This design comes from an exercise in tuning for small area, a short achievable clock period and few clock cycles on the open sky130 flow, not from production work.
In this exercise RTL edits were held to simulation tests only and were not proved equivalent to the original.

==> design/flow/design.v <==
module modulo #(parameter DATA_WIDTH = 8, parameter NRIP = 0)(
  input  logic [DATA_WIDTH-1:0] hi,
  input  logic [DATA_WIDTH-1:0] lo,
  input  logic [DATA_WIDTH-1:0] modulant,
  output logic [DATA_WIDTH-1:0] out
);
logic [DATA_WIDTH-1:0] r [0:DATA_WIDTH];
assign r[0] = hi;
genvar i;
generate
  for (i = 0; i < DATA_WIDTH; i++) begin : g_step
    logic [DATA_WIDTH:0]   d;
    assign d = {r[i], lo[DATA_WIDTH-1-i]};
    if (i < DATA_WIDTH - NRIP) begin : g_fast
      logic [DATA_WIDTH+1:0] t;
      assign t = {1'b0, d} - {2'b00, modulant};
      assign r[i+1] = t[DATA_WIDTH+1] ? d[DATA_WIDTH-1:0] : t[DATA_WIDTH-1:0];
    end else begin : g_ripple
      logic [DATA_WIDTH+1:0] bw;
      logic [DATA_WIDTH:0]   df, mm;
      assign mm = {1'b0, modulant};
      assign bw[0] = 1'b0;
      for (genvar k = 0; k <= DATA_WIDTH; k++) begin : g_bit
        assign df[k]   = d[k] ^ mm[k] ^ bw[k];
        assign bw[k+1] = (~d[k] & mm[k]) | (~(d[k] ^ mm[k]) & bw[k]);
      end
      assign r[i+1] = bw[DATA_WIDTH+1] ? d[DATA_WIDTH-1:0] : df[DATA_WIDTH-1:0];
    end
  end
endgenerate
assign out = r[DATA_WIDTH];
endmodule
module multiplicator #(parameter DATA_WIDTH = 8)(
  input  logic [DATA_WIDTH-1:0]   x,
  input  logic [DATA_WIDTH-1:0]   y,
  input  logic [DATA_WIDTH-1:0]   z,
  input  logic                    cin,
  output logic [2*DATA_WIDTH-1:0] out
);
localparam int W = DATA_WIDTH;
logic [W-1:0] s [0:W-1];    
logic [W-1:0] c [0:W-1];    
genvar k, j;
generate
  for (k = 0; k < W; k++) begin : g_row
    for (j = 0; j < W; j++) begin : g_col
      logic p, u, v;
      assign p = x[j] & y[k];
      if (k == 0) begin : g_first
        assign u = z[j];
        assign v = (j == 0) ? cin : 1'b0;
      end else begin : g_next
        assign u = (j == W-1) ? 1'b0 : s[k-1][j+1];
        assign v = c[k-1][j];
      end
      assign s[k][j] = p ^ u ^ v;
      assign c[k][j] = (p & u) | (v & (p ^ u));
    end
    assign out[k] = s[k][0];
  end
endgenerate
logic [W:0]   fc;
logic [W-1:0] fa;
assign fa = {1'b0, s[W-1][W-1:1]};
assign fc[0] = 1'b0;
for (genvar q = 0; q < W; q++) begin : g_fin
  assign out[W+q] = fa[q] ^ c[W-1][q] ^ fc[q];
  assign fc[q+1]  = (fa[q] & c[W-1][q]) | (fc[q] & (fa[q] ^ c[W-1][q]));
end
endmodule
module accelerator_interface #(parameter DATA_WIDTH = 8)(
  input  logic [DATA_WIDTH-1:0] a,
  input  logic [DATA_WIDTH-1:0] b,
  input  logic [DATA_WIDTH-1:0] modulant,
  input  logic                  start,
  input  logic [2:0]            control,
  input  logic                  clk,
  output logic [DATA_WIDTH-1:0] result,
  output logic                  finished
);
logic [7:0] a_r;     
logic [7:0] e_r;     
logic [7:0] m_r;     
logic [7:0] r;       
logic [2:0] j;       
logic       fin;
logic f_add, f_sub, f_div1, f_div2, f_mul;
logic f_sq;          
logic f_mula;        
logic f_e0;          
always_ff @(posedge clk) begin
  a_r <= a;
  e_r <= b;
  m_r <= modulant;
end
logic [2:0] lead;    
always_comb begin
  lead = 3'd0;
  for (int k = 0; k < 8; k++)
    if (e_r[k]) lead = k[2:0];
end
logic [2:0] nidx;    
logic       nbit;
assign nidx = (f_e0 ? lead : j) - 3'd1;
assign nbit = e_r[nidx];
logic [7:0]  y_op, z_op;
logic [15:0] prod;
logic [7:0]  hi;
logic [7:0]  red;
assign y_op = ({8{f_mula}} & a_r)
            | ({8{f_mul}}  & e_r)
            | ({8{f_sq}}   & r)
            | {7'd0, f_add | f_sub | f_div1};
assign z_op = ({8{f_add | f_div2}} & e_r) | ({8{f_sub}} & ~e_r);
multiplicator #(.DATA_WIDTH(8)) u_mul (.x(r), .y(y_op), .z(z_op), .cin(f_sub), .out(prod));
assign hi = f_div2 ? r
          : f_sub  ? (prod[8] ? 8'd0 : {m_r[7:1], 1'b0})
          :          prod[15:8];
modulo #(.DATA_WIDTH(8)) u_red (.hi(hi), .lo(prod[7:0]), .modulant(m_r), .out(red));
logic e_small;       
logic sq_last;       
assign e_small = f_e0 & (lead == 3'd0);
assign sq_last = (nidx == 3'd0) & ~nbit;
always_ff @(posedge clk) begin
  if (start) begin
    r      <= (control == 3'b011) ? 8'd1 : a;
    fin    <= (control == 3'b011);
    f_add  <= (control == 3'b000);
    f_sub  <= (control == 3'b001);
    f_div1 <= (control == 3'b010);
    f_div2 <= 1'b0;
    f_mul  <= (control == 3'b100);
    f_sq   <= (control == 3'b101);
    f_e0   <= (control == 3'b101);
    f_mula <= 1'b0;
  end else begin
    if (e_small) begin
      if (!e_r[0]) r <= 8'd1;         
    end else if (f_add | f_sub | f_div1 | f_div2 | f_mul | f_sq | f_mula)
      r <= red;
    if (f_add | f_sub | f_div2 | f_mul | e_small
        | (f_sq & sq_last) | (f_mula & (j == 3'd0)))
      fin <= 1'b1;
    if (f_sq) j <= nidx;
    f_add  <= 1'b0;
    f_sub  <= 1'b0;
    f_mul  <= 1'b0;
    f_div1 <= 1'b0;
    f_div2 <= f_div1;
    f_e0   <= 1'b0;
    f_sq   <= (f_sq & ~e_small & ~nbit & ~sq_last) | (f_mula & (j != 3'd0));
    f_mula <= f_sq & ~e_small & nbit;
  end
end
assign result   = r;
assign finished = fin;
endmodule
==> design/flow/flow/run.sh <==
#!/bin/bash
# Own layout flow: the standard layout (standard.sh) with two changes.
#  1. Synthesis runs the standard flow's synthesis script with ABC mapping for area
#     (flow/synth.tcl, flow/area.abc); registers come out as in the standard
#     synthesis, only the logic between them is mapped differently.
#  2. Port buffers are sky130_fd_sc_hd__buf_2 cells (buffer_ports -buffer_cell).
# Every step's full log is in orfs/logs/; make's own output is in flow_make.log.
set -euo pipefail
W=$(pwd)
export OWN_ABC_SCRIPT=$W/flow/area.abc
export OWN_ABC_D=22000
export BUFFER_PORTS_ARGS="-buffer_cell sky130_fd_sc_hd__buf_2"
sed "s#SYNTH_SCRIPT=[^ ]*#SYNTH_SCRIPT=$W/flow/synth.tcl#" standard.sh > own_standard.sh
grep -q "SYNTH_SCRIPT=$W/flow/synth.tcl" own_standard.sh
bash own_standard.sh > flow_make.log 2>&1
test -s out/final.def
==> design/flow/flow/area.abc <==
strash
dc2
dch
map -a
strash
dc2
dch
map -a
strash
dc2
dch
map -a
topo
stime -c
buffer -c
upsize -c
dnsize -c
==> design/flow/flow/synth.tcl <==
# The standard flow's synthesis script (synth_recipe.tcl) unchanged, except that ABC maps
# the logic with the script in $OWN_ABC_SCRIPT (delay target $OWN_ABC_D ps)
# in place of ORFS's abc_speed / abc_area script.
proc synth {args} { yosys synth -nofsm -noshare {*}$args }
proc abc {args} {
  set i [lsearch -exact $args -script]
  if {$i >= 0} { lset args [expr {$i + 1}] $::env(OWN_ABC_SCRIPT) }
  set i [lsearch -exact $args -D]
  if {$i >= 0} { set args [lreplace $args $i [expr {$i + 1}]] }
  if {[info exists ::env(OWN_ABC_D)]} { lappend args -D $::env(OWN_ABC_D) }
  yosys abc {*}$args
}
source $::env(SCRIPTS_DIR)/synth.tcl
# left out here: clear keep_hierarchy, flatten, clean up, hide names made inside functions, write 1_2_yosys.v
==> design/flow/standard.sh <==
#!/bin/bash
# synth_recipe.tcl (not shown) runs the flow's synth.tcl, then flattens the netlist and writes it again
# the make line also repeats each setting of config.mk as NAME=value (left out here)
make -C /OpenROAD-flow-scripts/flow DESIGN_CONFIG=/design/flow/config.mk WORK_HOME=/design/flow/orfs CLKGATE_MAP_FILE= SYNTH_SCRIPT=/design/flow/synth_recipe.tcl "${@:-finish}"
==> design/flow/config.mk <==
export PLATFORM = sky130hd
export DESIGN_NAME = accelerator_interface
export DESIGN_NICKNAME = accelerator_interface
export VERILOG_FILES = /design/flow/design.v
export SDC_FILE = /design/flow/constraint.sdc
export NUM_CORES = 4
export LEC_CHECK = 0
export CAP_MARGIN = 20
export CORE_MARGIN = 2
export CORE_UTILIZATION = 40
export SLEW_MARGIN = 20
==> design/flow/constraint.sdc <==
create_clock -name core_clock -period 120.0 [get_ports {clk}]
set_input_delay 24.0000 -clock core_clock [delete_from_list [all_inputs] [get_ports {clk}]]
set_output_delay 24.0000 -clock core_clock [all_outputs]
set_load 0.01 [all_outputs]
==> flow_metrics.env, run 1 <==
export IMPL_status="no timing/DRC/antenna violations"
export IMPL_die_x_um=131
export IMPL_place_gp_congestion=0.845
export IMPL_grt_antenna_before_repair=0
export IMPL_grt_pass1_vias=5090
export IMPL_hold_violations=0
export IMPL_cts_buffer_depth=2
export IMPL_ant_nets=0
export IMPL_worstMarginPinSlew_ns=0.797
export IMPL_post_route_util_pct=44.3
export IMPL_synth_area_um2=6410
export IMPL_synth_xor_area_share_pct=5.19
export IMPL_max_cap_viol_count=0
export IMPL_grt_ovfl_total=0
export IMPL_final_cells=1079
export IMPL_r2r_cells=111
export IMPL_fmax_mhz=39.9
export IMPL_synthSimpleGateAreaFrac_pct=17.2
export IMPL_synth_area_top_cells="fa_1, ha_1, dfxtp_1"
export IMPL_synth_async_reset_ratio_pct=0
export IMPL_setup_viol=0
export IMPL_synth_edff_count=12
export IMPL_layout_commonest_cell="nand2_1"
export IMPL_wl_per_cell_um=13.5
export IMPL_ios=38
export IMPL_dr_first_iter_drc_count=364
export IMPL_num_rows=46
export IMPL_yosysTopAreaCell="fa_1"
export IMPL_finalSetupTns_ns=0
export IMPL_hold_end="f_div2$_SDFF_PP0_"
export IMPL_synthFlopType="dfxtp_1"
export IMPL_hold_depth=2
export IMPL_post_route_min_period_ns=25.08
export IMPL_clock_sinks=44
export IMPL_final_cell_mix="nand2_1, inv_1, nor2_1"
export IMPL_totalWireLength_um=14500
export IMPL_report_final_slew_viol_count=0
export IMPL_worst_setup_path_end_kind="register"
export IMPL_worst_slack_ns=94.92
export IMPL_coreArea_um2=15800
export IMPL_hp_start="f_div1$_SDFF_PN0_"
export IMPL_multiInputGateArea_um2=4850
export IMPL_hold_path_class="register to register"
export IMPL_io_buffers=37
export IMPL_fin_nets=1036
export IMPL_syn2layout_area_growth_pct=9.03
export IMPL_critPathRequiredTime_ns=120.05
export IMPL_hold_ws_ns=0.514
export IMPL_ff_latch_area_um2=1000
export IMPL_cp_arrival_ns=25.13
export IMPL_post_place_cells=1071
export IMPL_grt_pass1_wl_um=24600
export IMPL_initial_utilization_pct=40.7
export IMPL_yosys_warnings=6
export IMPL_grt_max_degree=16
export IMPL_placed_area_um2=6820
export IMPL_cts_tree="yes"
export IMPL_synth_compound_gate_area_share_pct=16.9
export IMPL_crit_type="input port to register"
export IMPL_cts_buffers=5
export IMPL_reg2reg_slack_ns=96.01
export IMPL_die_h_um=131
export IMPL_ys_types=50
export IMPL_drc_errors=0
export IMPL_syn_num_nets=1002
export IMPL_r2r_start="f_sub$_SDFF_PN0_"
export IMPL_layout_drive_gt1_share_pct=8.34
export IMPL_critPathLaunchType="input port"
export IMPL_clock_latency_ns=0.30
export IMPL_clkSlewWorstSetupHoldPaths_ns=0.07
export IMPL_track_usage_pct=18.1
export IMPL_vias_per_cell=4.93
export IMPL_hold_buffers=0
export IMPL_dieArea_um2=17100
export IMPL_htree_num_levels=2
export IMPL_synthMuxAreaShare_pct=0.566
export IMPL_worstReg2RegEnd="r[0]$_DFFE_PP_"
export IMPL_synth_adder_area_share_pct=35.8
export IMPL_relSlewSlack_pct=46.9
export IMPL_synth_top_cell_area_share_pct=20.0
export IMPL_synth_yosys_seq_area_share_pct=15.6
export IMPL_rsz0062_at_grt="no"
export IMPL_skew_ns=0.00771
export IMPL_fillers=1675
export IMPL_clockRootBuffer="clkbuf_16"
export IMPL_critPathMaxFanout=8
export IMPL_postSynthCellCount=828
export IMPL_synth_seq_cells=44
export IMPL_post_cts_buffers=0
export IMPL_cts_resized=0
export IMPL_synth_top_family_by_area="adder cells"
export IMPL_hpwl_um=12300
export IMPL_dr_pass1_iters=4
export IMPL_vias=5324
export IMPL_num_antenna_cells=0
export IMPL_fin_crit_sh_pct=20.9
export IMPL_finish_instance_area_um2=6990
export IMPL_place_ws_ns=94.59
export IMPL_syn_area_per_cell_um2=7.74
cell families after synthesis:
kind of cell             after synthesis
AO/OA/AOI/OAI                        181
multiplexers                           3
buffers and inverters                147
adder cells (fa/ha/maj)              145
XOR/XNOR                              38
flip-flops                            44
AND/OR/NAND/NOR                      270
Yosys cell counts (all sizes together), types with 2 or more instances:
master,count
a21o,7
a21oi,45
a22oi,6
a31oi,2
buf,6
clkbuf,5
dfxtp,32
edfxtp,12
fa,64
ha,81
inv,135
mux2,2
nand2,148
nand3,10
nand4,3
nor2,92
nor3,8
nor4,2
o211ai,4
o21ai,95
o21bai,15
or2,4
xnor2,7
xor2,31
how the worst max path moves through the flow:
stage | from | cells after the start | to
5_1_grt | f_sub$_SDFF_PN0_ | 111 | r[0]$_DFFE_PP_
4_1_cts | start | 5 | r[0]$_DFFE_PP_
6_report | start | 5 | r[0]$_DFFE_PP_
3_5_place_dp | start | 5 | r[0]$_DFFE_PP_
2_1_floorplan | start | 4 | r[0]$_DFFE_PP_
3_3_place_gp | start | 5 | r[0]$_DFFE_PP_
layout make-up:
cell class,instances,area share (%)
Clock buffer,5,1.79
Clock inverter,3,0.662
Inverter,136,7.30
Multi-Input combinational cell,637,69.3
Sequential cell,44,14.3
Tap cell,216,3.87
Timing Repair Buffer,38,2.76
registers in the layout, summed over array words and instances, names as in the netlist, 3 cells and up:
signal  count
r           8
j           3
a_r         8
m_r         8
e_r         8
metal layers:
metal / share of wire [%] / GRT usage, % / vias up
li1: - / - / 2753
met1: 48 / 24.4 / 2488
met2: 48 / 31.6 / 70
met3: 2.7 / 1.67 / 13
met4: 1.3 / 4.32 / 0
met5: 0 / 0 / -
critical path, cell delays in order:
cell     delay, ns
buf_2         0.15
inv_1         0.09
a31oi_1       0.54
inv_1         0.13
o22a_1        0.22
Testbench counts, summed over its fixed seeds: cycles 8,036.
==> run 2: changes to the inputs <==
--- a/design/flow/config.mk
+++ b/design/flow/config.mk
@@ -9,3 +9,5 @@
 export CORE_MARGIN = 2
 export CORE_UTILIZATION = 40
+export CTS_CLUSTER_DIAMETER = 300
+export CTS_CLUSTER_SIZE = 50
 export SLEW_MARGIN = 20
==> flow_metrics.env, run 2 <==
export IMPL_status="no timing/DRC/antenna violations"
export IMPL_cpMaxStageDelayCell="a31oi_1"
export IMPL_grt_pass1_wl_um=24600
export IMPL_finalSetupTns_ns=0
export IMPL_wl_per_cell_um=13.5
export IMPL_clock_sinks=44
export IMPL_synth_edff_count=12
export IMPL_skew_ns=0.00771
export IMPL_cts_buffer_depth=2
export IMPL_fin_nets=1036
export IMPL_die_h_um=131
export IMPL_ys_types=50
export IMPL_max_cap_viol_count=0
export IMPL_postSynthCellCount=828
export IMPL_hpwl_um=12300
export IMPL_setup_viol=0
export IMPL_finish_instance_area_um2=6990
export IMPL_synth_area_um2=6410
export IMPL_layout_drive_gt1_share_pct=8.34
export IMPL_dr_first_iter_drc_count=364
export IMPL_clkSlewWorstSetupHoldPaths_ns=0.07
export IMPL_critPathRequiredTime_ns=120.05
export IMPL_final_cell_mix="nand2_1, inv_1, nor2_1"
export IMPL_synth_top_cell_area_share_pct=20.0
export IMPL_fmax_mhz=39.9
export IMPL_crit_type="input port to register"
export IMPL_grt_max_degree=16
export IMPL_grt_ovfl_total=0
export IMPL_rsz0062_at_grt="no"
export IMPL_dieArea_um2=17100
export IMPL_cts_buffers=5
export IMPL_post_cts_buffers=0
export IMPL_placed_area_um2=6820
export IMPL_yosysMostFrequentCell="nand2_1"
export IMPL_syn_num_nets=1002
export IMPL_grtUsageMet3_pct=1.67
export IMPL_use_met2_pct=31.6
export IMPL_drc_errors=0
export IMPL_track_usage_pct=18.1
export IMPL_synthFlopType="dfxtp_1"
export IMPL_worst_path_most_repeated_cell="inv_1"
export IMPL_num_rows=46
export IMPL_num_antenna_cells=0
export IMPL_post_route_min_period_ns=25.08
export IMPL_cts_tree="yes"
export IMPL_clockRootBuffer="clkbuf_16"
export IMPL_worstMarginPinSlew_ns=0.797
export IMPL_io_buffers=37
export IMPL_ios=38
export IMPL_cts_resized=0
export IMPL_syn_area_per_cell_um2=7.74
export IMPL_grt_antenna_before_repair=0
export IMPL_place_gp_congestion=0.845
export IMPL_initial_utilization_pct=40.7
export IMPL_ant_nets=0
export IMPL_synth_area_top_cells="fa_1, ha_1, dfxtp_1"
export IMPL_hold_violations=0
export IMPL_cp_arrival_ns=25.13
export IMPL_relSlewSlack_pct=46.9
export IMPL_synth_async_reset_ratio_pct=0
export IMPL_htree_num_levels=2
export IMPL_layout_commonest_cell="nand2_1"
export IMPL_critPathMaxFanout=8
export IMPL_syn2layout_area_growth_pct=9.03
export IMPL_yosys_warnings=6
export IMPL_synth_seq_cells=44
export IMPL_clock_latency_ns=0.30
export IMPL_fin_crit_sh_pct=20.9
export IMPL_top_usage_layer="met2"
export IMPL_yosysTopAreaCell="fa_1"
export IMPL_die_x_um=131
export IMPL_post_route_util_pct=44.3
export IMPL_crit_family="compound AO/OA/AOI/OAI gates"
export IMPL_hold_buffers=0
export IMPL_critPathLaunchType="input port"
export IMPL_crit_buf_inv=3
export IMPL_vias=5324
export IMPL_totalWireLength_um=14500
export IMPL_coreArea_um2=15800
export IMPL_met1_usage_pct=24.4
export IMPL_synth_yosys_seq_area_share_pct=15.6
export IMPL_grt_pass1_vias=5090
export IMPL_report_final_slew_viol_count=0
export IMPL_worstPathCellList="buf_2, inv_1, a31oi_1, inv_1, o22a_1"
export IMPL_critPathMaxStageDelay_ns=0.54
export IMPL_dr_pass1_iters=4
export IMPL_hold_path_class="register to register"
export IMPL_worst_setup_path_end_kind="register"
export IMPL_vias_per_cell=4.93
export IMPL_yosys_top_cells_count="nand2_1, inv_1, nor2_1"
run 2: routing by layer:
layer  vias up  wire [um]
li1       2753          -
met1      2488       6940
met2        70       7020
met3        13        393
met4         0        188
met5         -          0
run 2: worst reg2reg max path: cells and delay by family, from the launching register on:
family,cells,cell delay [ns]
buffers and inverters,19,2.00
multiplexers,1,0.39
flip-flops,1,0.41
AND/OR/NAND/NOR,13,1.66
adder cells (fa/ha/maj),23,8.47
AO/OA/AOI/OAI,55,10.81
run 2: cells by family after synthesis:
kind of cell    share of synthesized area [%]
mux                                     0.566
simple gates                             17.2
fa+ha+maj                                35.8
compound gates                           16.9
xor+xnor                                 5.19
buf+inv                                  8.82
flops                                    15.6
run 2: cell type report:
cell class	instances	area (um2)
Timing Repair Buffer	38	193
Tap cell	216	270
Clock buffer	5	125
Multi-Input combinational cell	637	4850
Fill cell	1675	8780
Clock inverter	3	46.3
Inverter	136	510
Sequential cell	44	1000
run 2: worst paths after layout:
path,from,end,slack [ns],cells after the start
hold / removal,f_div1$_SDFF_PN0_,f_div2$_SDFF_PP0_,0.51,2
setup / recovery,start,r[0]$_DFFE_PP_,94.92,5
hold reg to reg,f_div1$_SDFF_PN0_,f_div2$_SDFF_PP0_,0.51,2
setup reg to reg,f_sub$_SDFF_PN0_,r[0]$_DFFE_PP_,96.01,111
run 2: stage by stage:
| step | worst slack, ns | cells | hold WS, ns |
|---|---|---|---|
| after floorplan | 95.05 | 828 | 0.428 |
| after global placement | 94.59 | 1071 | 0.504 |
| after detailed placement | 94.59 | 1071 | 0.496 |
| after CTS | 94.89 | 1079 | 0.513 |
| after global routing | 93.56 | 1079 | 0.537 |
| final | 94.92 | 1079 | 0.514 |
==> run 3: changes to the inputs <==
==> design/flow/run.sh (new file) <==
#!/bin/bash
# synth_recipe.tcl (not shown) runs the flow's synth.tcl, then flattens the netlist and writes it again
# the make line also repeats each setting of config.mk as NAME=value (left out here)
make -C /OpenROAD-flow-scripts/flow DESIGN_CONFIG=/design/flow/config.mk WORK_HOME=/design/flow/orfs CLKGATE_MAP_FILE= SYNTH_SCRIPT=/design/flow/synth_recipe.tcl finish
--- a/design/flow/config.mk
+++ b/design/flow/config.mk
@@ -6,8 +6,7 @@
 export NUM_CORES = 4
 export LEC_CHECK = 0
+export ABC_AREA = 1
 export CAP_MARGIN = 20
 export CORE_MARGIN = 2
 export CORE_UTILIZATION = 40
-export CTS_CLUSTER_DIAMETER = 300
-export CTS_CLUSTER_SIZE = 50
 export SLEW_MARGIN = 20
removed: design/flow/flow/run.sh
removed: design/flow/flow/area.abc
removed: design/flow/flow/synth.tcl
removed: design/flow/standard.sh
==> flow_metrics.env, run 3 <==
export IMPL_worst_setup_path_end_kind="register"
export IMPL_hp_start="f_div1$_SDFF_PN0_"
export IMPL_post_route_util_pct=44.6
export IMPL_final_cell_mix="nand2_1, inv_1, ha_1"
export IMPL_critPathRequiredTime_ns=120.06
export IMPL_coreArea_um2=17900
export IMPL_fin_crit_sh_pct=21.4
export IMPL_cts_tree="yes"
export IMPL_ios=38
export IMPL_critPathLaunchType="input port"
export IMPL_htree_num_levels=2
export IMPL_fmax_mhz=39.0
export IMPL_rsz0062_at_grt="no"
export IMPL_worstPathCellList="clkdlybuf4s50_1, inv_1, nor2_1, inv_1, or2_2, nand2_1, inv_1"
export IMPL_totalWireLength_um=16600
export IMPL_initial_utilization_pct=40.7
export IMPL_die_x_um=139
export IMPL_dr_first_iter_drc_count=304
export IMPL_io_buffers=37
export IMPL_crit_buf_inv=4
export IMPL_worst_slack_ns=94.33
export IMPL_synth_async_reset_ratio_pct=0
export IMPL_relSlewSlack_pct=42.3
export IMPL_yosys_top_cells_count="nand2_1, inv_1, ha_1"
export IMPL_setup_viol=0
export IMPL_hold_path_class="register to register"
export IMPL_synth_adder_area_share_pct=31.5
export IMPL_dieArea_um2=19300
export IMPL_synth_area_um2=7290
export IMPL_grt_pass1_wl_um=28200
export IMPL_track_usage_pct=17.7
export IMPL_cts_buffer_depth=2
export IMPL_status="no timing/DRC/antenna violations"
export IMPL_cts_buffers=5
export IMPL_vias_per_cell=4.83
export IMPL_grt_max_degree=17
export IMPL_num_rows=49
export IMPL_worstReg2RegEnd="r[6]$_DFFE_PP_"
export IMPL_reg2reg_slack_ns=97.24
export IMPL_top_usage_layer="met2"
export IMPL_yosysMostFrequentCell="nand2_1"
export IMPL_multiInputGateArea_um2=5340
export IMPL_layout_drive_gt1_share_pct=5.43
export IMPL_cpMaxStageDelayCell="clkdlybuf4s50_1"
export IMPL_wl_per_cell_um=13.0
export IMPL_place_gp_congestion=0.858
export IMPL_met1_usage_pct=23.6
export IMPL_fin_nets=1222
export IMPL_critPathMaxStageDelay_ns=0.62
export IMPL_ys_types=42
export IMPL_synth_top_family_by_area="adder cells"
export IMPL_hold_buffers=0
export IMPL_synth_xor_area_share_pct=5.04
export IMPL_hold_end="f_div2$_SDFF_PP0_"
export IMPL_max_cap_viol_count=0
export IMPL_synthSimpleGateAreaFrac_pct=26.2
export IMPL_clkSlewWorstSetupHoldPaths_ns=0.07
export IMPL_use_met2_pct=31.6
export IMPL_skew_ns=0.0166
export IMPL_clock_latency_ns=0.31
export IMPL_clock_sinks=44
export IMPL_r2r_cells=119
export IMPL_post_route_min_period_ns=25.67
export IMPL_layout_commonest_cell="nand2_1"
export IMPL_hpwl_um=13900
export IMPL_critPathMaxFanout=8
export IMPL_worstMarginPinSlew_ns=0.858
export IMPL_crit_type="input port to register"
export IMPL_drc_errors=0
export IMPL_place_ws_ns=94.03
export IMPL_synth_seq_cells=44
export IMPL_synth_yosys_seq_area_share_pct=13.7
export IMPL_syn_num_nets=1201
export IMPL_post_cts_buffers=0
export IMPL_fillers=1872
export IMPL_r2r_start="r[0]$_DFFE_PP_"
export IMPL_cts_resized=0
export IMPL_dr_pass1_iters=5
export IMPL_synth_compound_gate_area_share_pct=10.6
export IMPL_grt_ovfl_total=0
export IMPL_hold_depth=2
export IMPL_yosys_warnings=6
export IMPL_syn_area_per_cell_um2=7.10
export IMPL_ff_latch_area_um2=1000
export IMPL_ant_nets=0
export IMPL_yosysTopAreaCell="fa_1"
export IMPL_syn2layout_area_growth_pct=9.52
export IMPL_grtUsageMet3_pct=1.97
export IMPL_synth_top_cell_area_share_pct=17.6
export IMPL_hold_violations=0
export IMPL_synth_area_top_cells="fa_1, ha_1, nand2_1"
export IMPL_num_antenna_cells=0
export IMPL_report_final_slew_viol_count=0
export IMPL_synthMuxAreaShare_pct=0
export IMPL_crit_family="buffers and inverters"
export IMPL_worst_path_most_repeated_cell="inv_1"
export IMPL_clockRootBuffer="clkbuf_16"
export IMPL_cp_arrival_ns=25.74
export IMPL_postSynthCellCount=1027
export IMPL_finalSetupTns_ns=0
export IMPL_die_h_um=139
export IMPL_grt_antenna_before_repair=0
export IMPL_vias=6169
export IMPL_synthFlopType="dfxtp_1"
export IMPL_grt_pass1_vias=5883
export IMPL_synth_edff_count=12
## run 3: changes by cell type after synthesis, moves of 10 or more
| cell | before | now |
|---|---|---|
| clkbuf_1 | 5 | 15 |
| inv_1 | 132 | 212 |
| nand2_1 | 146 | 264 |
| xnor2_1 | 7 | 20 |
| o21ai_0 | 66 | 33 |
| nand3_1 | 10 | 48 |
| nor2_1 | 90 | 47 |
| nand2_2 | 2 | 14 |
## run 3: logic make-up after synthesis
family	after synthesis
AND/OR/NAND/NOR	421
buffers and inverters	240
adder cells (fa/ha/maj)	145
AO/OA/AOI/OAI	135
flip-flops	44
XOR/XNOR	42
## run 3: area by class of cell
type | instances | share of cell area [%]
Clock buffer | 5 | 1.57
Clock inverter | 3 | 0.580
Inverter | 217 | 10.2
Multi-Input combinational cell | 743 | 66.9
Sequential cell | 44 | 12.5
Tap cell | 229 | 3.59
Timing Repair Buffer | 37 | 4.64
## run 3: tightest hold or removal path: stages, from the launching register on
cell and delay [ns]:
dfxtp_1 0.32, inv_1 0.07, nor2_1 0.04
## run 3: layer usage
layer	part of all wire, %	vias to the layer above	routed length [um]
li1	-	3255	-
met1	48	2842	7950
met2	49	61	8110
met3	2.7	11	443
met4	0.75	0	125
met5	0	-	0
## run 3: worst max path at each step
stage,cells after the start,start,slack [ns],end
floorplan,7,start,94.70,r[0]$_DFFE_PP_
CTS,7,start,94.34,r[0]$_DFFE_PP_
global route,7,start,94.20,r[0]$_DFFE_PP_
detailed placement,7,start,94.03,r[0]$_DFFE_PP_
finish,7,start,94.33,r[0]$_DFFE_PP_
global placement,7,start,94.04,r[0]$_DFFE_PP_
## run 3: through the flow
step / std cells / hold WS, ns / cell area, um2
3_3_place_gp: 1270 / 0.483 / 7820
6_report: 1278 / 0.471 / 7990
4_1_cts: 1278 / 0.471 / 7990
2_1_floorplan: 1027 / 0.425 / 7290
5_1_grt: 1278 / 0.487 / 7990
3_5_place_dp: 1270 / 0.467 / 7820

==> re-timing with driven ports <==
The flow's constraints put no driver on any port. The routed layouts listed below were extracted and timed again, unchanged, in two steps. Step 1: set_driving_cell puts a clkbuf_16 on clk and a buf_2 on each other input, an assumption about the parent block. Step 2 moves the port delays by t, midway between the first and last clock arrival at a register: inputs arrive t later, outputs are due t later. That takes back most of the time a late clock gives input paths. Slacks: ideal / step 1 / step 2; pairs: ideal / step 1.
run | t (ns) | slack for setup (ns) | worst setup path after step 2 | worst register clock-pin slew, ns | cell pins on the clock port's net
run 1 | 0.332 | 94.919 / 94.938 / 94.608 | input to register | 0.07 / 0.07 | 1
run 2 | 0.332 | 94.919 / 94.938 / 94.608 | input to register | 0.07 / 0.07 | 1
run 3 | 0.340 | 94.326 / 94.339 / 93.999 | input to register | 0.08 / 0.08 | 1
After both steps setup and hold are still met in every run listed. The setup slack of run 3, which loses most, moves by +0.013 ns with the drivers and by -0.327 ns with both steps.
